From an optimization exercise on the open Yosys and OpenROAD flow, aimed at small area; shortcuts taken in it are not production practice.
The RTL was checked by simulation tests, not by an equivalence proof against the original design.
Power is estimated from default activity; no workload was simulated.

### flow/flow/run.sh
#!/bin/bash
# Own layout flow: the standard synthesis, then the combinational logic between
# the standard synthesis's flip-flops re-mapped for area (the flip-flops, their
# names and cell types are kept as they are), then the standard layout steps.
set -euo pipefail
work=$(pwd)
res=$work/orfs/results/${FLOW_PLATFORM:-sky130hd}/top/base
yosys_bin=yosys
if [[ -x "$FLOW_HOME/../tools/install/yosys/bin/yosys" ]]; then
  yosys_bin="$FLOW_HOME/../tools/install/yosys/bin/yosys"
fi

bash standard.sh synth > "$work/flow_synth.log" 2>&1

cp "$res/1_2_yosys.v" "$work/std_netlist.v"
LIB="$FLOW_HOME/platforms/sky130hd/lib/sky130_fd_sc_hd__tt_025C_1v80.lib" \
  IN="$work/std_netlist.v" OUT="$work/remap_netlist.v" \
  "$yosys_bin" -c "$work/flow/remap.tcl" > "$work/flow_remap.log" 2>&1

cp "$work/remap_netlist.v" "$res/1_2_yosys.v"
rm -f "$res/1_synth.odb" "$res/1_synth.sdc"

# clock tree: large leaf clusters on clkbuf_16, no dummy load cells
export CTS_ARGS="-sink_clustering_enable -repair_clock_nets -dont_use_dummy_load -sink_clustering_size 30 -sink_clustering_max_diameter 70 -buf_list sky130_fd_sc_hd__clkbuf_16"
# port buffers: the smallest buffer cell
export BUFFER_PORTS_ARGS="-buffer_cell sky130_fd_sc_hd__buf_1"
bash standard.sh finish > "$work/flow_finish.log" 2>&1
### flow/flow/remap.tcl
yosys -import
set lib $::env(LIB)
set dont_use {
  sky130_fd_sc_hd__probe_p_8 sky130_fd_sc_hd__probec_p_8 sky130_fd_sc_hd__lpflow_bleeder_1
  sky130_fd_sc_hd__lpflow_clkbufkapwr_1 sky130_fd_sc_hd__lpflow_clkbufkapwr_16
  sky130_fd_sc_hd__lpflow_clkbufkapwr_2 sky130_fd_sc_hd__lpflow_clkbufkapwr_4
  sky130_fd_sc_hd__lpflow_clkbufkapwr_8 sky130_fd_sc_hd__lpflow_clkinvkapwr_1
  sky130_fd_sc_hd__lpflow_clkinvkapwr_16 sky130_fd_sc_hd__lpflow_clkinvkapwr_2
  sky130_fd_sc_hd__lpflow_clkinvkapwr_4 sky130_fd_sc_hd__lpflow_clkinvkapwr_8
  sky130_fd_sc_hd__lpflow_decapkapwr_12 sky130_fd_sc_hd__lpflow_decapkapwr_3
  sky130_fd_sc_hd__lpflow_decapkapwr_4 sky130_fd_sc_hd__lpflow_decapkapwr_6
  sky130_fd_sc_hd__lpflow_decapkapwr_8 sky130_fd_sc_hd__lpflow_inputiso0n_1
  sky130_fd_sc_hd__lpflow_inputiso0p_1 sky130_fd_sc_hd__lpflow_inputiso1n_1
  sky130_fd_sc_hd__lpflow_inputiso1p_1 sky130_fd_sc_hd__lpflow_inputisolatch_1
  sky130_fd_sc_hd__lpflow_isobufsrc_1 sky130_fd_sc_hd__lpflow_isobufsrc_16
  sky130_fd_sc_hd__lpflow_isobufsrc_2 sky130_fd_sc_hd__lpflow_isobufsrc_4
  sky130_fd_sc_hd__lpflow_isobufsrc_8 sky130_fd_sc_hd__lpflow_isobufsrckapwr_16
  sky130_fd_sc_hd__lpflow_lsbuf_lh_hl_isowell_tap_1 sky130_fd_sc_hd__lpflow_lsbuf_lh_hl_isowell_tap_2
  sky130_fd_sc_hd__lpflow_lsbuf_lh_hl_isowell_tap_4 sky130_fd_sc_hd__lpflow_lsbuf_lh_isowell_4
  sky130_fd_sc_hd__lpflow_lsbuf_lh_isowell_tap_1 sky130_fd_sc_hd__lpflow_lsbuf_lh_isowell_tap_2
  sky130_fd_sc_hd__lpflow_lsbuf_lh_isowell_tap_4
}
set du_args {}
foreach c $dont_use { lappend du_args -dont_use $c }

read_liberty -ignore_miss_func $lib
read_verilog $::env(IN)
hierarchy -top top
# every sequential cell and the tie cell stay as the standard synthesis made them
blackbox sky130_fd_sc_hd__conb_1
foreach c {dfxtp_1 dfxtp_2 dfxtp_4 edfxtp_1 dfrtp_1 dfrtp_2 dfrtp_4 dfstp_1 dfstp_2 dfstp_4 dfxbp_1 dfxbp_2 dfrbp_1 dfrbp_2 dfsbp_1 dfsbp_2 edfxbp_1 sdfxtp_1 dfbbp_1 dfbbn_1 dfrtn_1 dlxtp_1 dlxtn_1} {
  blackbox sky130_fd_sc_hd__$c
}
flatten
opt_clean -purge
tee -o $::env(OUT).before.txt stat -liberty $lib
abc -liberty $lib {*}$du_args -script "+strash;dch -f;amap;strash;dch -f;amap;"
opt_clean -purge
hilomap -singleton -hicell sky130_fd_sc_hd__conb_1 HI -locell sky130_fd_sc_hd__conb_1 LO
splitnets
opt_clean -purge
tee -o $::env(OUT).after.txt stat -liberty $lib
read_liberty -lib -ignore_redef $lib
check -assert
select -module top
write_verilog -noattr -nohex -nodec -selected $::env(OUT)
### flow/standard.sh
#!/bin/bash
# synth_recipe.tcl (not shown) runs the flow's synth.tcl, then flattens the netlist and writes it again
# the make line also repeats each setting of config.mk as NAME=value (left out here)
make -C /OpenROAD-flow-scripts/flow DESIGN_CONFIG=/design/flow/config.mk WORK_HOME=/design/flow/orfs CLKGATE_MAP_FILE= SYNTH_SCRIPT=/design/flow/synth_recipe.tcl "${@:-finish}"
### flow/config.mk
export PLATFORM = sky130hd
export DESIGN_NAME = top
export DESIGN_NICKNAME = top
export VERILOG_FILES = /design/flow/design.v
export SDC_FILE = /design/flow/constraint.sdc
export NUM_CORES = 4
export LEC_CHECK = 0
export CAP_MARGIN = 0
export CORE_MARGIN = 2
export CORE_UTILIZATION = 40
export CTS_BUF_LIST = sky130_fd_sc_hd__clkbuf_16
export CTS_CLUSTER_DIAMETER = 70
export CTS_CLUSTER_SIZE = 30
export GPL_TIMING_DRIVEN = 0
export SLEW_MARGIN = 0
### flow/constraint.sdc
create_clock -name core_clock -period 8.0 [get_ports {clk}]
set_input_delay 1.6000 -clock core_clock [delete_from_list [all_inputs] [get_ports {clk}]]
set_output_delay 1.6000 -clock core_clock [all_outputs]
set_load 0.01 [all_outputs]
### flow/design.v
module rot_event(rst,clk,rot_a,rot_b,rot_event);
input rst;
input clk,rot_a,rot_b;
output rot_event;
reg rot_event;
always @(posedge clk) begin
	if(rst)
		rot_event <= 0;
	else begin
		if(rot_a & rot_b)
			rot_event <= 1;
		if(~rot_a & ~rot_b)
			rot_event <= 0;
	end
end
endmodule
module regist(rst,z,clk,y,rot_event,cidx,line2,run,tbit,tspace);
input rst;
input clk,rot_event;
input [3:0] y;
input z;
input [3:0] cidx;
input line2;
output run;
output tbit;
output tspace;
reg prev;
reg [3:0] S;
reg [2:0] op;
reg [4:0] A;
reg [4:0] Wa;
reg [15:0] F;
reg [15:0] G;
reg [15:0] W;
reg pend;
reg [4:0] ph;
reg [511:0] ring;
wire ev = rot_event & ~prev & ~rst;
reg [3:0] T;
always @* begin
	case(op)
		3'd0: T = 4'd9;
		3'd1: T = 4'd6;
		3'd2: T = 4'd8;
		3'd3: T = 4'd11;
		3'd4: T = 4'd13;
		3'd5: T = 4'd9;
		3'd6: T = 4'd9;
		default: T = 4'd8;
	endcase
end
wire done = (S == T);
wire last = (S == T - 4'd1);
wire op0 = (op == 3'd0);
wire op1 = (op == 3'd1);
wire op2 = (op == 3'd2);
wire op3 = (op == 3'd3);
wire op4 = (op == 3'd4);
wire op5 = (op == 3'd5);
wire op6 = (op == 3'd6);
wire op7 = (op == 3'd7);
wire two = op2 | op4 | op5 | op6;    
assign run = done;
always @(posedge clk) begin
	if(rst) begin
		prev <= 0;
		S <= 0;
	end
	else begin
		prev <= rot_event;
		if(ev)
			S <= done ? 4'd0 : S + 4'd1;
		else if(z)
			S <= 0;
	end
end
always @(posedge clk) begin
	if(ev && S == 4'd1)
		op <= y[2:0];
end
wire winA = (S == 4'd4) | (S == 4'd5);
wire winB = (S == 4'd6) | (S == 4'd7);
wire [4:0] asel = pend ? Wa : ((winB & two) ? W[4:0] : A);
wire [4:0] j = asel + ph;
wire hit4 = (j[1:0] == 2'b11);
wire hit8 = (j[2:0] == 3'b111);
wire [15:0] Rd = ring[{j[4:2], 6'd48} +: 16];
always @(posedge clk) begin
	ph <= ph + 5'd1;
end
genvar p;
generate
	for(p = 0; p < 32; p = p + 1) begin : slot
		if(p % 8 == 0) begin : wr
			wire we = pend & hit8 & (j[4:3] == (p / 8 + 3) % 4);
			always @(posedge clk)
				ring[16*p +: 16] <= we ? W : ring[16*((p+31)%32) +: 16];
		end
		else begin : sh
			always @(posedge clk)
				ring[16*p +: 16] <= ring[16*(p-1) +: 16];
		end
	end
endgenerate
always @(posedge clk) begin
	if(ev && last && !op1 && !op2)
		pend <= 1;
	else if(hit8)
		pend <= 0;
end
wire wlo = (op3 && S == 4'd4) || ((op4 | op5 | op6) && S == 4'd6) || (op7 && S == 4'd5);
wire whi = (op3 && S == 4'd5) || ((op4 | op5 | op6) && S == 4'd7) || (op7 && S == 4'd6);
always @(posedge clk) begin
	if(ev && (S == 4'd2 || (wlo && (op5 | op6 | op7))))
		A[3:0] <= y;
	if(ev && (S == 4'd3 || (whi && (op5 | op6 | op7))))
		A[4] <= y[0];
end
always @(posedge clk) begin
	if(ev) begin
		if(op0 && S == 4'd3)
			Wa <= {y[0], A[3:0]};
		if(wlo)
			Wa[3:0] <= y;
		if(whi)
			Wa[4] <= y[0];
	end
end
always @(posedge clk) begin
	if(hit4 && winA && two)
		F <= Rd;
	if(hit4 && ((winA && (op1 | op3 | op7)) || (winB && two)))
		G <= Rd;
end
wire [15:0] ax = F & {16{~op7}};
wire [15:0] ay = (G << (W[3:0] & {4{op7}})) ^ {16{op6}};
wire [16:0] cy;
assign cy[0] = op6;
genvar b;
generate
	for(b = 0; b < 16; b = b + 1) begin : add
		assign cy[b+1] = (ax[b] & ay[b]) | (ax[b] & cy[b]) | (ay[b] & cy[b]);
	end
endgenerate
wire [15:0] sum = ax ^ ay ^ cy[15:0];
wire [1:0] ni = {S[1] ^ op3, S[0]};
always @(posedge clk) begin
	if(ev && last && (op5 | op6 | op7))
		W <= sum;
	else if(ev && S >= 4'd4 && S <= T - 4'd2)
		W[4*ni +: 4] <= y;
end
wire amode = ~(op2 | op4);
wire [3:0] ci = ~cidx;
wire [4:0] Ar = {A[0], A[1], A[2], A[3], A[4]};
wire bW = W[ci];
wire bG = G[ci];
wire bF = F[ci];
wire bA = Ar[cidx[2:0]];
assign tspace = ~line2 & amode & (cidx > 4'd4);
assign tbit = line2 ? ((op0 | op5 | op6 | op7) ? bW : bG) : (amode ? bA : bF);
endmodule
module driver(rst,clk,run,tbit,tspace,cidx,line2,LCD_RS,LCD_W,LCD_E,data);
input rst;
input clk;
input run;
input tbit;
input tspace;
output [3:0] cidx;
output line2;
output LCD_RS,LCD_W,LCD_E;
output [3:0] data;
reg LCD_RS;
reg [3:0] data;
reg [3:0] tmr;
reg [6:0] m;
reg [1:0] ss;
assign cidx = m[4:1];
assign line2 = m[6];
assign LCD_W = 1'b0;
assign LCD_E = (ss == 2'd3) | ((ss == 2'd0) & (m != 7'd18));
reg [3:0] nib;
always @* begin
	if(m[5])
		nib = m[0] ? {3'b000, tbit & ~tspace} : {3'b001, ~tspace};
	else begin
		case({m[6], m[4:0]})
			6'd18, 6'd19, 6'd20: nib = 4'h3;
			6'd21, 6'd22: nib = 4'h2;
			6'd23, 6'd30: nib = 4'h8;
			6'd25: nib = 4'h6;
			6'd27, 6'd62: nib = 4'hC;
			6'd29: nib = 4'h1;
			default: nib = 4'h0;
		endcase
	end
end
always @(posedge clk) begin
	if(rst) begin
		tmr <= 0;
		m <= 7'd18;
		ss <= 0;
		LCD_RS <= 0;
		data <= 0;
	end
	else begin
		tmr <= tmr + 4'd1;
		if(run && tmr == 4'd15) begin
			case(ss)
				2'd0: ss <= 2'd1;
				2'd1: begin
					ss <= 2'd2;
					LCD_RS <= m[5];
					data <= nib;
				end
				2'd2: begin
					if(m[5:0] == 6'd63)
						ss <= 2'd3;
					else begin
						ss <= 2'd0;
						m <= m + 7'd1;
					end
				end
				default: begin
					ss <= 2'd0;
					m <= m[6] ? 7'd18 : 7'd94;
				end
			endcase
		end
	end
end
endmodule
module top(rst,z,clk,rot_a,rot_b,y,LCD_RS,LCD_W,LCD_E,data);
input rst;
input clk,rot_a,rot_b;
input [3:0] y;
input z;
output LCD_RS,LCD_W,LCD_E;
output [3:0] data;
wire rot_event;
wire run, tbit, tspace, line2;
wire [3:0] cidx;
rot_event u1(rst,clk,rot_a,rot_b,rot_event);
regist u2(rst,z,clk,y,rot_event,cidx,line2,run,tbit,tspace);
driver de(rst,clk,run,tbit,tspace,cidx,line2,LCD_RS,LCD_W,LCD_E,data);
endmodule
==> results of run 1 <==
-- report_power, final --
part / leakage (nW) / switching (mW) / internal [mW]
combinational: 1.43 / 0.0752 / 0.0373
sequential: 4.93 / 0.00653 / 3.07
clock: 0.345 / 0.846 / 0.623
-- layout make-up --
type,count,area [µm²]
Inverter,99,383
Sequential cell,603,12700
Timing Repair Buffer,29,284
Tap cell,539,674
Fill cell,3876,23200
Multi-Input combinational cell,751,4170
Clock buffer,28,701
-- per-layer routing --
layer,vias up,wire (µm),track usage [%]
met5,-,0,0
met2,301,15900,25.4
met4,0,1400,6.34
met1,5208,17800,23.7
met3,67,2100,3.06
li1,5322,-,-
-- sequential cells by signal (all words and copies together) (netlist names), 5 cells and up --
| register | count |
|---|---|
| u2.ring | 512 |
| u2.A | 5 |
| u2.F | 16 |
| u2.W | 16 |
| de.m | 7 |
| u2.ph | 5 |
| u2.G | 16 |
| u2.Wa | 5 |
-- worst min-delay path by stage --
stage	end	cells after the start
global route	u2.ring[50]$_DFF_P_	0
global placement	u2.ring[402]$_DFF_P_	0
finish	u2.ring[50]$_DFF_P_	0
CTS	u2.ring[50]$_DFF_P_	0
floorplan	u2.ring[100]$_DFF_P_	0
detailed placement	u2.ring[150]$_DFF_P_	0
-- placed cells by master (no fill, tap or decap), types with 28 or more instances in the layout --
master / n
dfxtp_1: 542
clkinv_1: 95
o21ai_0: 105
a21oi_1: 64
a221oi_1: 29
a22oi_1: 31
edfxtp_1: 61
nand2_1: 109
o22ai_1: 92
clkbuf_16: 28
nor2_1: 149
-- what timing repair did --
| action | 4_1_cts | 5_1_grt |
|---|---|---|
| cloned | 0 | 0 |
| buffers inserted | 0 | 4 |
| gates resized for setup | 4 | 7 |
| setup endpoints to repair | 4 | 4 |
-- worst max-delay path: cells and delay by family, from the launching register on --
family	cells	cell delay, ns
compound gates	15	3.15
buf+inv	5	1.18
flops	1	0.48
simple gates	14	2.08
==> run summary, run 1 <==
outcome=no timing/DRC/antenna violations; vias per cell=5.32; CP max stage cell=edfxtp_1; Crit path top cell by count=nor2_1; clock sink total=603; Avg Synthesized Cell Area=11.8 µm²; Critical Path Source=u2.op[1]$_DFFE_PP_; Placed Area=approximately 18000 µm²; drt pass-1 iters=6; TNS Setup=0 ns; Maximum Capacitance Violations=0; syn_nets=1462; largest fanout on the critical path=18; cell area after layout=18900 µm²; fmax=140 MHz; Setup crit end kind=flip-flop; Core Footprint=42100 µm²; Power Density=between 200 and 250 nW/µm²; # IOs=16; Layout Cells excl Fill=2049; Mapped Cells=1453; Max Transition Viols Final=0; Worst path max stage delay=0.48 ns; Post-CTS Hold Buffers=0; largest net degree at the start of global routing=41; routability cong.=between 0.9 and 1; post-DP HPWL=25.5 mm; final worst-path cycle share=about nine tenths; number of global-route vias before repair=10222; Critical Path RT=around 8.3 ns; H-tree level count=1; first-pass GRT wire length=58.1 mm; post-layout minimum cycle time=around 7.2 ns; final setup fails=0; gr usage total=approximately 17%; Mapped Area=17200 µm²; CTS root buffer=clkbuf_16; Worst Path Arrival=between 7 and 8 ns; grt ovf=0; r2r startpoint=u2.op[1]$_DFFE_PP_; worst setup margin=0.841 ns; critical register-to-register path endpoint=u2.W[15]$_DFFE_PP_; CTS tree=done; clk_skew=~0.052 ns; WL final=37.2 mm; Iteration-0 DRC Markers=between 1000 and 1500; Tightest Pin Transition=1.28 ns; DP Cell Count=2017; crit path to=u2.W[15]$_DFFE_PP_; DRC errors left=0; number of antenna violations at the first check in global routing=0; share of cells above drive strength 1=3.71%; Die X=between 200 and 250 µm; Slew Limit Headroom=14.5%; Synth-to-Final Area Change=10.1%; starting density of the core=40.7%; post-layout util=44.8%; die area=44600 µm²; pre-CTS setup slack=-0.742 ns; worst hold start=u2.ring[34]$_DFF_P_; wire per inst=about 18 µm; via count=10898; CTS buffer count=28; total power=approximately 4.7 mW; Hold WC Path Type=flip-flop to flip-flop; ANT cells=0; Ys Warns=3; Worst Setup Path Type=flip-flop to flip-flop; R2R setup slack=0.84 ns; Hold Slack=between 0.2 and 0.3 ns; Bufs on Longest Clock Path=3; Setup crit start kind=flip-flop; chip height=between 200 and 250 µm; final hold vios=0; clock latency (worst-skew pair)=0.59 ns; Final nets=about 1500; P_leak=6.71 nW; Clock transition at path regs=0.10 ns; peak supply drop=about 150 µV; R2R depth=34; post-route ant nets=0; # port buffers=14; Cell Rows=75; RSZ-0062 raised after global routing=false
==> inputs of run 2 (changes only) <==
--- a/flow/config.mk
+++ b/flow/config.mk
@@ -11,5 +11,4 @@
 export CTS_BUF_LIST = sky130_fd_sc_hd__clkbuf_16
 export CTS_CLUSTER_DIAMETER = 70
 export CTS_CLUSTER_SIZE = 30
-export GPL_TIMING_DRIVEN = 0
 export SLEW_MARGIN = 0
==> run 2 against run 1 <==
Still clean. Critical path depth grew 2. Maximum frequency grew 2.6%. Combinational power shrank 4%. Synthesized cell count is the same. Final cell count grew 0.15%. Critical path type unchanged. Largest cell class unchanged. Largest power group unchanged.
==> run summary, run 2 <==
outcome=no timing/DRC/antenna violations; WL final=38.2 mm (+2.8%); Final nets=1524 (+0.20%); clock sink total=603 (unchanged); CTS buffer count=26 (-7.1%); Maximum Capacitance Violations=0 (unchanged); die area=44600 µm² (unchanged); # IOs=16 (unchanged); Core Footprint=42100 µm² (unchanged); grt ovf=0 (unchanged); total power=4.60 mW (-1.1%); Hold Slack=0.307 ns (+0.00761 ns); worst setup margin=1.02 ns (+0.178 ns); # port buffers=14 (unchanged); post-layout minimum cycle time=6.98 ns (-0.178 ns); post-DP HPWL=25.3 mm (-0.57%); share of cells above drive strength 1=3.64% (-0.073 points); Setup crit start kind=flip-flop; H-tree level count=1 (unchanged); Fill cells=3861 (-0.39%); Mapped Area=17200 µm² (unchanged); Cell Rows=75 (unchanged); largest fanout on the critical path=15 (-3); Setup crit end kind=flip-flop; starting density of the core=40.7% (unchanged); clk_skew=0.0424 ns (-0.0101 ns); P_leak=6.66 nW (-0.70%); Post-CTS Hold Buffers=0 (unchanged); Max Transition Viols Final=0 (unchanged); drt pass-1 iters=6 (unchanged); TNS Setup=0 ns (unchanged); post-route ant nets=0 (unchanged); commonest non-fill, non-tap cell in the layout=dfxtp_1; CP max stage cell=edfxtp_1; Worst Setup Path Type=flip-flop to flip-flop; Synth-to-Final Area Change=9.13%; clock latency (worst-skew pair)=0.57 ns (-0.02 ns); number of antenna violations at the first check in global routing=0 (unchanged); routability cong.=0.949 (+3.9%); Power Density=246 nW/µm² (-0.21%); ANT cells=0 (unchanged); number of global-route vias before repair=10107 (-1.1%); Mapped Cells=1453 (unchanged); largest net degree at the start of global routing=37 (-9.8%); gr usage total=17.1% (+0.37 points); Worst path max stage delay=0.49 ns (about the same); Most flops, register=u2.ring; Worst Path Arrival=7.29 ns (-0.16 ns); post-layout util=44.4% (-0.40 points); Iteration-0 DRC Markers=1177 (+16%); Ys Warns=3 (unchanged); DRC errors left=0 (unchanged); most frequent cells in the layout=dfxtp_1, nor2_1, nand2_1, o21ai_0, clkinv_1; syn_nets=1462 (unchanged); chip height=211 µm (unchanged); fmax=143 MHz (+2.6%); Tightest Pin Transition=0.998 ns (-0.279 ns); Clock transition at path regs=0.10 ns (about the same); peak supply drop=150 µV (+3.3%); Hold WC Path Type=flip-flop to flip-flop; vias per cell=5.33 (+0.28%); DP Cell Count=2022 (+0.25%); Largest register FFs=512 (unchanged); Critical Path RT=8.31 ns (+0.02 ns); via count=10945 (+0.43%); Placed Area=18000 µm² (-0.55%); Avg Synthesized Cell Area=11.8 µm² (unchanged); Crit path top cell by count=nor2_1; Slew Limit Headroom=33.0% (+19 points); wire per inst=18.6 µm (+2.7%); final worst-path cycle share=87.3% (-2.2 points); CTS root buffer=clkbuf_16; Bufs on Longest Clock Path=3 (unchanged); Die X=211 µm (unchanged); pre-CTS setup slack=0.515 ns (+1.26 ns); cell area after layout=18700 µm² (-0.90%); final setup fails=0 (unchanged); Layout Cells excl Fill=2052 (+0.15%); final hold vios=0 (unchanged); CTS tree=done; first-pass GRT wire length=59.1 mm (+1.7%); RSZ-0062 raised after global routing=false
[run 2: layout make-up]
| cell class | instances | area (µm²) | share of cell area (%) |
|---|---|---|---|
| clock buffer | 26 | 651 | 3.48 |
| tap | 539 | 674 | 3.60 |
| timing repair buffer | 34 | 203 | 1.08 |
| multi-input combinational | 751 | 4130 | 22.1 |
| sequential | 603 | 12700 | 67.7 |
| inverter | 99 | 379 | 2.02 |
[run 2: worst paths after layout]
| kind | from | end | slack, ns | cells past startpoint |
|---|---|---|---|---|
| max | u2.op[1]$_DFFE_PP_ | u2.W[15]$_DFFE_PP_ | 1.02 | 36 |
| min | u2.ring[34]$_DFF_P_ | u2.ring[50]$_DFF_P_ | 0.31 | 0 |
| max reg2reg | u2.op[1]$_DFFE_PP_ | u2.W[15]$_DFFE_PP_ | 1.02 | 36 |
| min reg2reg | u2.ring[34]$_DFF_P_ | u2.ring[50]$_DFF_P_ | 0.31 | 0 |
[run 2: power breakdown]
part	switching (mW)	leakage [nW]	total, mW	internal, mW
combinational	0.0760	1.41	0.108	0.0319
sequential	0.00659	4.93	3.07	3.07
clock	0.840	0.320	1.42	0.582
total	0.923	6.66	4.60	3.68
[run 2: repair_timing]
item                       4_1_cts  5_1_grt
resized for setup                0        5
buffers inserted                 0        4
setup endpoints to repair        0        3
[run 2: layer usage]
metal,wire length (µm),share of wire [%],track usage (%)
met1,18300,48,24.7
met2,16500,43,26.5
met3,2260,5.9,2.65
met4,1170,3.1,4.95
met5,0,0,0
[run 2: worst max-delay path: cells and delay by family (launching register included)]
family / cells / cell delay [ns]
compound gates: 15 / 3.06
buf+inv: 7 / 1.47
flops: 1 / 0.49
simple gates: 14 / 1.74
==> inputs of run 3 (changes only) <==
--- a/flow/config.mk
+++ b/flow/config.mk
@@ -7,8 +7,9 @@
 export LEC_CHECK = 0
 export CAP_MARGIN = 0
 export CORE_MARGIN = 2
-export CORE_UTILIZATION = 40
+export CORE_UTILIZATION = 55
 export CTS_BUF_LIST = sky130_fd_sc_hd__clkbuf_16
 export CTS_CLUSTER_DIAMETER = 70
 export CTS_CLUSTER_SIZE = 30
+export PLACE_DENSITY = 0.7
 export SLEW_MARGIN = 0
==> run 3 against run 2 <==
Still clean on timing, DRC and antenna. Design area is 0.80% lower. Maximum frequency is 1.3% higher. Worst setup slack better by 0.088 ns. Core utilization is 16 points higher. Count of clock-buffer cells in the layout is 1 higher. Critical endpoint unchanged. Largest cell class unchanged.
==> run summary, run 3 <==
outcome=no timing/DRC/antenna violations; final worst-path cycle share=86.2% (-1.1 points); post-DP HPWL=25.4 mm (+0.27%); post-layout minimum cycle time=6.89 ns (-0.0876 ns); Mapped Cells=1453 (unchanged); Multi-input gate area=4150 µm² (+0.30%); CTS root buffer=clkbuf_16; via count=11004 (+0.54%); clock latency (worst-skew pair)=0.58 ns (about the same); RSZ-0062 raised after global routing=false; routability cong.=0.951 (+0.18%); most frequent cells in the layout=dfxtp_1, nor2_1, nand2_1, o21ai_0, clkinv_1; Mapped Area=17200 µm² (unchanged); number of global-route vias before repair=10228 (+1.2%); P_leak=6.68 nW (+0.20%); Sequential Area=12700 µm² (unchanged); Worst path max stage delay=0.47 ns (-0.02 ns); H-tree level count=1 (unchanged); Max Transition Viols Final=0 (unchanged); final setup fails=0 (unchanged); chip height=181 µm (-14%); grt ovf=0 (unchanged); Setup crit end kind=flip-flop; peak supply drop=182 µV (+21%); Crit path top cell by count=nor2_1; Bufs on Longest Clock Path=3 (unchanged); CP max stage cell=edfxtp_1; Avg Synthesized Cell Area=11.8 µm² (unchanged); R2R setup slack=1.11 ns (+0.09 ns); largest net degree at the start of global routing=38 (+2.7%); Worst Path Arrival=7.20 ns (-0.09 ns); clk_skew=0.0565 ns (+0.0141 ns); final hold vios=0 (unchanged); Fill cells=2467 (-36%); Final nets=1524 (unchanged); post-route ant nets=0 (unchanged); drt pass-1 iters=6 (unchanged); first-pass GRT wire length=58.3 mm (-1.2%); ANT cells=0 (unchanged); R2R depth=34 (-5.6%); wire per inst=19.9 µm (+7.0%); Critical Path Source=u2.op[1]$_DFFE_PP_; Largest register FFs=512 (unchanged); crit path to=u2.W[15]$_DFFE_PP_; # port buffers=14 (unchanged); die area=32600 µm² (-27%); Critical Path RT=8.30 ns (about the same); # IOs=16 (unchanged); WL final=38.1 mm (-0.48%); Most flops, register=u2.ring; Slew Limit Headroom=37.7% (+4.7 points); DRC errors left=0 (unchanged); share of cells above drive strength 1=3.64% (unchanged); Setup crit start kind=flip-flop; Cell Rows=64 (-15%); syn_nets=1462 (unchanged); Maximum Capacitance Violations=0 (unchanged); Tightest Pin Transition=0.931 ns (-0.0674 ns); Post-CTS Hold Buffers=0 (unchanged); Core Footprint=30700 µm² (-27%); Iteration-0 DRC Markers=1179 (+0.17%); Worst Setup Path Type=flip-flop to flip-flop; TNS Setup=0 ns (unchanged); fmax=145 MHz (+1.3%); clock sink total=603 (unchanged); vias per cell=5.76 (+8.1%); post-layout util=60.6% (+16 points); number of antenna violations at the first check in global routing=0 (unchanged); CTS buffer count=27 (+3.8%); r2r startpoint=u2.op[1]$_DFFE_PP_; Ys Warns=3 (unchanged); Power Density=249 nW/µm² (+1.3%); Die X=181 µm (-14%); largest fanout on the critical path=13 (-2); commonest non-fill, non-tap cell in the layout=dfxtp_1; Synth-to-Final Area Change=8.26%; Clock transition at path regs=0.10 ns (about the same); worst hold start=u2.ring[85]$_DFF_P_; critical register-to-register path endpoint=u2.W[15]$_DFFE_PP_; starting density of the core=55.9% (+15 points); Hold WC Path Type=flip-flop to flip-flop; CTS tree=done; gr usage total=22.8% (+5.8 points)
-- run 3: area by class of cell --
cell class                      count  share of cell area, %
Inverter                           99                   2.04
Tap cell                          396                   2.67
Timing Repair Buffer               33                   1.05
Multi-Input combinational cell    751                   22.3
Sequential cell                   603                   68.3
Clock buffer                       27                   3.64
-- run 3: metrics by stage --
stage	cell area (µm²)	hold WS [ns]	cells	setup WS, ns	power [mW]
floorplan	17200	0.310	1453	0.690	3.20
global placement	17800	0.310	1878	0.748	3.24
detailed placement	17800	0.312	1878	0.491	3.25
CTS	18500	0.260	1905	0.496	4.66
global route	18600	0.251	1909	0.100	4.77
finish	18600	0.257	1909	1.11	4.63
-- run 3: worst min-delay path by stage --
| stage | endpoint | slack, ns | depth (start not counted) |
|---|---|---|---|
| final | u2.ring[101]$_DFF_P_ | 0.26 | 0 |
| after global routing | u2.ring[101]$_DFF_P_ | 0.25 | 0 |
| after CTS | u2.ring[101]$_DFF_P_ | 0.26 | 0 |
| after detailed placement | u2.ring[174]$_DFF_P_ | 0.31 | 0 |
| after global placement | u2.ring[152]$_DFF_P_ | 0.31 | 0 |
| after floorplan | u2.ring[100]$_DFF_P_ | 0.31 | 0 |
-- run 3: worst max-delay path, delay by kind of cell (launching register included) --
family,cells,cell delay (ns)
AO/OA/AOI/OAI,14,2.64
AND/OR/NAND/NOR,15,2.30
buffers and inverters,5,1.26
flip-flops,1,0.47
-- run 3: what timing repair did --
item,in CTS,in global routing
endpoints found under the hold margin,0,0
setup endpoints to repair,0,4
setup buffers,0,4
gates resized for setup,0,5
-- run 3: where the power goes --
| group | switching (mW) | internal (mW) | leakage [nW] |
|---|---|---|---|
| clock network | 0.845 | 0.602 | 0.333 |
| logic | 0.0746 | 0.0320 | 1.41 |
| registers | 0.00698 | 3.07 | 4.93 |
-- run 3: metal layers --
metal  share of wire, %  global-route usage [%]
met2                 43                    34.5
met1                 48                    33.9
met5                  0                       0
met3                5.2                    2.63
met4                4.2                    8.87
==> inputs of run 4 (changes only) <==
--- a/flow/flow/run.sh
+++ b/flow/flow/run.sh
@@ -21,7 +21,7 @@
 rm -f "$res/1_synth.odb" "$res/1_synth.sdc"
 
 # clock tree: large leaf clusters on clkbuf_16, no dummy load cells
-export CTS_ARGS="-sink_clustering_enable -repair_clock_nets -dont_use_dummy_load -sink_clustering_size 30 -sink_clustering_max_diameter 70 -buf_list sky130_fd_sc_hd__clkbuf_16"
+export CTS_ARGS="-sink_clustering_enable -repair_clock_nets -dont_use_dummy_load -sink_clustering_size 32 -sink_clustering_max_diameter 65 -buf_list sky130_fd_sc_hd__clkbuf_16"
 # port buffers: the smallest buffer cell
 export BUFFER_PORTS_ARGS="-buffer_cell sky130_fd_sc_hd__buf_1"
 bash standard.sh finish > "$work/flow_finish.log" 2>&1
--- a/flow/config.mk
+++ b/flow/config.mk
@@ -7,9 +7,8 @@
 export LEC_CHECK = 0
 export CAP_MARGIN = 0
 export CORE_MARGIN = 2
-export CORE_UTILIZATION = 55
+export CORE_UTILIZATION = 40
 export CTS_BUF_LIST = sky130_fd_sc_hd__clkbuf_16
 export CTS_CLUSTER_DIAMETER = 70
 export CTS_CLUSTER_SIZE = 30
-export PLACE_DENSITY = 0.7
 export SLEW_MARGIN = 0
==> run 4 against run 3 <==
Non-clock buffer count rose by 1. Final cell count is 7.7% higher. Sequential power is essentially flat.
==> run summary, run 4 <==
commonest non-fill, non-tap cell in the layout=dfxtp_1; post-DP HPWL=25.3 mm (-0.27%); number of global-route vias before repair=10183 (-0.44%); Switching Share=20.1% (+0.044 points); # IOs=16 (unchanged); share of total power in the clock network=32.4% (+1.1 points); post-layout minimum cycle time=7.00 ns (+0.109 ns); Worst Setup Path Type=flip-flop to flip-flop; gr usage total=17.2% (-5.7 points); RSZ-0062 raised after global routing=false; final setup fails=0 (unchanged); largest net degree at the start of global routing=37 (-2.6%); peak supply drop=149 µV (-18%); chip height=211 µm (+17%); P_int=3.76 mW (+1.7%); met3 Use GR=3.14% (+0.51 points); Maximum Capacitance Violations=0 (unchanged); Bufs on Longest Clock Path=3 (unchanged); H-tree level count=1 (unchanged); CTS buffer count=30 (+11%); Max Transition Viols Final=0 (unchanged); # port buffers=14 (unchanged); vias per cell=5.32 (-7.7%); share of cells above drive strength 1=3.89% (+0.25 points); Iteration-0 DRC Markers=1083 (-8.1%); CTS tree=done; met1 Usage GRT=24.5% (-9.3 points); final hold vios=0 (unchanged); cell area after layout=18800 µm² (+1.3%); largest fanout on the critical path=15 (+2); DRC errors left=0 (unchanged); P_leak=6.71 nW (+0.54%); Crit path top cell by count=nor2_1; Mapped Cells=1453 (unchanged); CP max stage cell=edfxtp_1; final worst-path cycle share=87.5% (+1.4 points); die area=44600 µm² (+37%); Gate power share=2.3% (about the same); Most Crowded Layer GR=met2; starting density of the core=40.7% (-15 points); clock sink total=603 (unchanged); drt pass-1 iters=6 (unchanged); Ys Warns=3 (unchanged); via count=10938 (-0.60%); Tightest Pin Transition=1.01 ns (+0.0833 ns); clk_skew=0.0654 ns (+0.00888 ns); Hold WC Path Type=flip-flop to flip-flop; WL final=38.4 mm (+1.0%); Placed Area=18000 µm² (+1.0%); number of antenna violations at the first check in global routing=0 (unchanged); most frequent cells in the layout=dfxtp_1, nor2_1, nand2_1, o21ai_0, clkinv_1; Setup crit end kind=flip-flop; Synth-to-Final Area Change=9.71%; Avg Synthesized Cell Area=11.8 µm² (unchanged); Clock transition at path regs=0.11 ns (about the same); Setup crit start kind=flip-flop; Post-CTS Hold Buffers=0 (unchanged); syn_nets=1462 (unchanged); met2 Usage GRT=26.2% (-8.3 points); CTS root buffer=clkbuf_16; ANT cells=0 (unchanged); post-route ant nets=0 (unchanged); Critical Path RT=8.30 ns (about the same); Sequential Power Share=65.3% (-1.1 points); Worst path max stage delay=0.48 ns (about the same); Most flops, register=u2.ring; Worst Path Arrival=7.30 ns (+0.10 ns); post-layout util=44.7% (-16 points); first-pass GRT wire length=59.1 mm (+1.2%); wire per inst=18.7 µm (-6.2%); Largest register FFs=512 (unchanged); TNS Setup=0 ns (unchanged); Core Footprint=42100 µm² (+37%); Die X=211 µm (+17%); outcome=no timing/DRC/antenna violations; Slew Limit Headroom=32.0% (-5.8 points); total power=4.71 mW (+1.7%); Cell Rows=75 (+17%); routability cong.=0.949 (-0.18%); Power Density=250 nW/µm² (+0.40%); fmax=143 MHz (-1.6%); clock latency (worst-skew pair)=0.61 ns (+0.03 ns); grt ovf=0 (unchanged); Final nets=1528 (+0.26%); Mapped Area=17200 µm² (unchanged); net switching power=0.944 mW (+2.0%)
-- run 4: repair_timing --
| item | CTS | global route |
|---|---|---|
| setup endpoints to repair | 0 | 3 |
| buffers inserted | 0 | 4 |
| gates resized for setup | 0 | 5 |
-- run 4: layout make-up --
class / instances / area (µm²)
inverters: 99 / 379
multi-input cells: 751 / 4130
repair buffers: 34 / 203
flip-flops and latches: 603 / 12700
fillers: 3842 / 23300
clock buffers: 30 / 751
well taps: 539 / 674
-- run 4: power by group through the flow --
| stage | registers [mW] | logic [mW] | clock network, mW |
|---|---|---|---|
| finish | 3.07 | 0.108 | 1.53 |
| global route | 3.08 | 0.118 | 1.68 |
| CTS | 3.07 | 0.109 | 1.58 |
| detailed placement | 3.14 | 0.109 | 0 |
| global placement | 3.14 | 0.107 | 0 |
| floorplan | 3.14 | 0.0630 | 0 |
-- run 4: final timing paths --
| path | start | endpoint | slack, ns | cells past startpoint |
|---|---|---|---|---|
| max | u2.op[1]$_DFFE_PP_ | u2.W[15]$_DFFE_PP_ | 1.0 | 36 |
| min | u2.ring[34]$_DFF_P_ | u2.ring[50]$_DFF_P_ | 0.28 | 0 |
| min reg2reg | u2.ring[34]$_DFF_P_ | u2.ring[50]$_DFF_P_ | 0.28 | 0 |
| max reg2reg | u2.op[1]$_DFFE_PP_ | u2.W[15]$_DFFE_PP_ | 1.0 | 36 |
-- run 4: layer usage --
layer / up-vias / share of wire [%]
met3: 93 / 5.9
met5: - / 0
li1: 5320 / -
met4: 0 / 3.8
met1: 5201 / 48
met2: 324 / 43
-- run 4: critical path, delay by kind of cell, from the launching register on --
| family | cells | cell delay, ns |
|---|---|---|
| compound gates | 15 | 3.05 |
| simple gates | 14 | 1.74 |
| buf+inv | 7 | 1.48 |
| flops | 1 | 0.48 |
-- run 4: per-stage QoR --
stage                     hold slack [ns]  instances  setup WS [ns]
after floorplan                     0.310       1453          0.690
after global placement              0.310       2022          0.789
after detailed placement            0.312       2022          0.515
after CTS                           0.279       2052          0.503
after global routing                0.284       2056         0.0999
final                               0.283       2056          0.998
==> inputs of run 5 (changes only) <==
--- a/flow/flow/run.sh
+++ b/flow/flow/run.sh
@@ -21,7 +21,7 @@
 rm -f "$res/1_synth.odb" "$res/1_synth.sdc"
 
 # clock tree: large leaf clusters on clkbuf_16, no dummy load cells
-export CTS_ARGS="-sink_clustering_enable -repair_clock_nets -dont_use_dummy_load -sink_clustering_size 32 -sink_clustering_max_diameter 65 -buf_list sky130_fd_sc_hd__clkbuf_16"
+export CTS_ARGS="-sink_clustering_enable -repair_clock_nets -dont_use_dummy_load -sink_clustering_size 30 -sink_clustering_max_diameter 70 -buf_list sky130_fd_sc_hd__clkbuf_8 -sink_clustering_buffer sky130_fd_sc_hd__clkbuf_16 -root_buf sky130_fd_sc_hd__clkbuf_8"
 # port buffers: the smallest buffer cell
 export BUFFER_PORTS_ARGS="-buffer_cell sky130_fd_sc_hd__buf_1"
 bash standard.sh finish > "$work/flow_finish.log" 2>&1
==> run 5 against run 4 <==
Flip-flop and latch count stayed put. First-iteration DRC count is 8.4% higher. Maximum frequency hardly changed. Clock power is 9.8% lower. Sequential power hardly changed. Critical path depth stayed put. Final cell count is 0.19% lower. Core utilization is 0.32 points lower. Sequential share of layout area is 0.48 points higher. Combinational power hardly changed. Highest routed layer unchanged.
==> run summary, run 5 <==
outcome=no timing/DRC/antenna violations; Largest register FFs=512 (unchanged); Crit path top cell by count=nor2_1; chip height=211 µm (unchanged); CP max stage cell=edfxtp_1; Hold Slack=0.309 ns (+0.0262 ns); starting density of the core=40.7% (unchanged); Sequential Area=12700 µm² (unchanged); final hold vios=0 (unchanged); Iteration-0 DRC Markers=1174 (+8.4%); syn_nets=1462 (unchanged); via count=10948 (+0.091%); Power Density=244 nW/µm² (-2.4%); CTS buffer count=26 (-13%); routability cong.=0.949 (unchanged); end of the worst hold path=u2.ring[50]$_DFF_P_; Core Footprint=42100 µm² (unchanged); R2R depth=36 (unchanged); grt ovf=0 (unchanged); Tightest Pin Transition=1.01 ns (-0.00466 ns); post-DP HPWL=25.3 mm (unchanged); Cell Rows=75 (unchanged); worst hold start=u2.ring[34]$_DFF_P_; RSZ-0062 raised after global routing=false; most frequent cells in the layout=dfxtp_1, nor2_1, nand2_1, o21ai_0, clkinv_1; fmax=143 MHz (about the same); first-pass GRT wire length=59.0 mm (about the same); r2r startpoint=u2.op[1]$_DFFE_PP_; # port buffers=14 (unchanged); number of global-route vias before repair=10099 (-0.82%); share of cells above drive strength 1=3.64% (-0.25 points); hold path depth=0 (unchanged); # IOs=16 (unchanged); TNS Setup=0 ns (unchanged); P_leak=6.65 nW (-0.96%); vias per cell=5.34 (+0.29%); Multi-input gate area=4130 µm² (unchanged); CTS tree=done; Worst Path Arrival=7.41 ns (+0.11 ns); Critical Path RT=8.41 ns (+0.11 ns); clk_skew=0.0418 ns (-0.0235 ns); number of antenna violations at the first check in global routing=0 (unchanged); Layout Cells excl Fill=2052 (-0.19%); commonest non-fill, non-tap cell in the layout=dfxtp_1; Die X=211 µm (unchanged); Max Transition Viols Final=0 (unchanged); peak supply drop=115 µV (-23%); Synth-to-Final Area Change=8.93%; Hold WC Path Type=flip-flop to flip-flop; Bufs on Longest Clock Path=3 (unchanged); largest net degree at the start of global routing=37 (unchanged); gr usage total=17.1% (-0.096 points); Clock transition at path regs=0.11 ns (about the same); final worst-path cycle share=87.5% (about the same); drt pass-1 iters=8 (+2); post-route ant nets=0 (unchanged); Ys Warns=3 (unchanged); die area=44600 µm² (unchanged); H-tree level count=1 (unchanged); DRC errors left=0 (unchanged); post-layout minimum cycle time=7.00 ns (-0.00367 ns); clock sink total=603 (unchanged); Mapped Cells=1453 (unchanged); Buf/Inv on CP=7 (unchanged); Worst Setup Path Type=flip-flop to flip-flop; Most flops, register=u2.ring; WL final=38.3 mm (-0.36%); largest fanout on the critical path=15 (unchanged); Final nets=1524 (-0.26%); Avg Synthesized Cell Area=11.8 µm² (unchanged); Top delay family on crit path=compound AO/OA/AOI/OAI gates; R2R setup slack=1.00 ns (about the same); Maximum Capacitance Violations=0 (unchanged); Setup crit end kind=flip-flop; Worst path max stage delay=0.49 ns (about the same); CTS root buffer=clkbuf_8; DP Cell Count=2022 (unchanged); final setup fails=0 (unchanged); ANT cells=0 (unchanged); critical register-to-register path endpoint=u2.W[15]$_DFFE_PP_; Fill cells=3863 (+0.55%); wire per inst=18.7 µm (-0.16%); Setup crit start kind=flip-flop; Slew Limit Headroom=32.3% (+0.31 points); Mapped Area=17200 µm² (unchanged); clock latency (worst-skew pair)=0.67 ns (+0.06 ns)
[run 5: cell type report]
| class | count | share of cell area [%] |
|---|---|---|
| sequential | 603 | 67.9 |
| multi-input combinational | 751 | 22.1 |
| timing repair buffer | 34 | 1.08 |
| clock buffer | 26 | 3.30 |
| inverter | 99 | 2.03 |
| tap | 539 | 3.61 |
[run 5: power by group]
group	internal [mW]	switching [mW]	total, mW	leakage (nW)
Sequential	3.07	0.00656	3.07	4.93
Combinational	0.0319	0.0765	0.108	1.41
Clock	0.542	0.840	1.38	0.305
[run 5: per-stage QoR]
stage	util [%]	power (mW)	cell area (µm²)	worst slack, ns
floorplan	-	3.20	17200	0.690
global placement	42.8	3.25	18000	0.789
detailed placement	42.8	3.25	18000	0.515
CTS	44.2	4.61	18600	0.520
global route	44.4	4.72	18700	0.109
finish	44.4	4.56	18700	1.00
[run 5: layer usage]
metal	vias to the layer above	routed length, µm	share of wire, %	GRT usage, %
met4	0	1230	3.2	4.95
li1	5315	-	-	-
met2	356	16500	43	26.5
met3	80	2500	6.5	2.65
met1	5197	18100	47	24.7
met5	-	0	0	0
[run 5: worst max-delay path by stage]
stage	startpoint	slack (ns)	cells past startpoint	to
after floorplan	u2.op[1]$_DFFE_PP_	0.69	17	u2.F[2]$_DFFE_PP_
after global placement	u2.op[1]$_DFFE_PP_	0.79	36	u2.W[15]$_DFFE_PP_
after detailed placement	u2.op[1]$_DFFE_PP_	0.52	36	u2.W[15]$_DFFE_PP_
after CTS	u2.op[1]$_DFFE_PP_	0.52	36	u2.W[15]$_DFFE_PP_
after global routing	u2.op[1]$_DFFE_PP_	0.11	36	u2.W[15]$_DFFE_PP_
final	u2.op[1]$_DFFE_PP_	1.00	36	u2.W[15]$_DFFE_PP_
[run 5: timing repair]
item	CTS	global route
hold buffers	0	0
endpoints found under the hold margin	0	0
setup buffers	0	4
setup endpoints to repair	0	3
gates resized for setup	0	5

## static timing again, ports no longer ideal
In the flow no input, the clock included, has a driving cell. The finished layouts below were timed again as built, in two steps.
Step 1 assumes that a clkbuf_16 drives the clock port and a buf_2 every other input.
Step 2, shift: input delay + t, output delay - t, t = (earliest + latest rising clock arrival at the registers) / 2. This alone moves slack from input paths to output paths.
Three values: ideal ports, drivers, drivers and shift; two values: the first two.
run | t (ns) | slack for setup (ns) | worst setup path at the end | cell pins on the clock port's net
run 1 | 0.615 | 0.841 / 0.841 / 0.841 | register to register | 1
run 2 | 0.605 | 1.019 / 1.019 / 1.019 | register to register | 1
run 3 | 0.605 | 1.107 / 1.107 / 1.107 | register to register | 1
run 4 | 0.631 | 0.998 / 0.998 / 0.998 | register to register | 1
run 5 | 0.696 | 1.002 / 1.002 / 1.002 | register to register | 1
After both steps setup and hold are still met in every run listed.
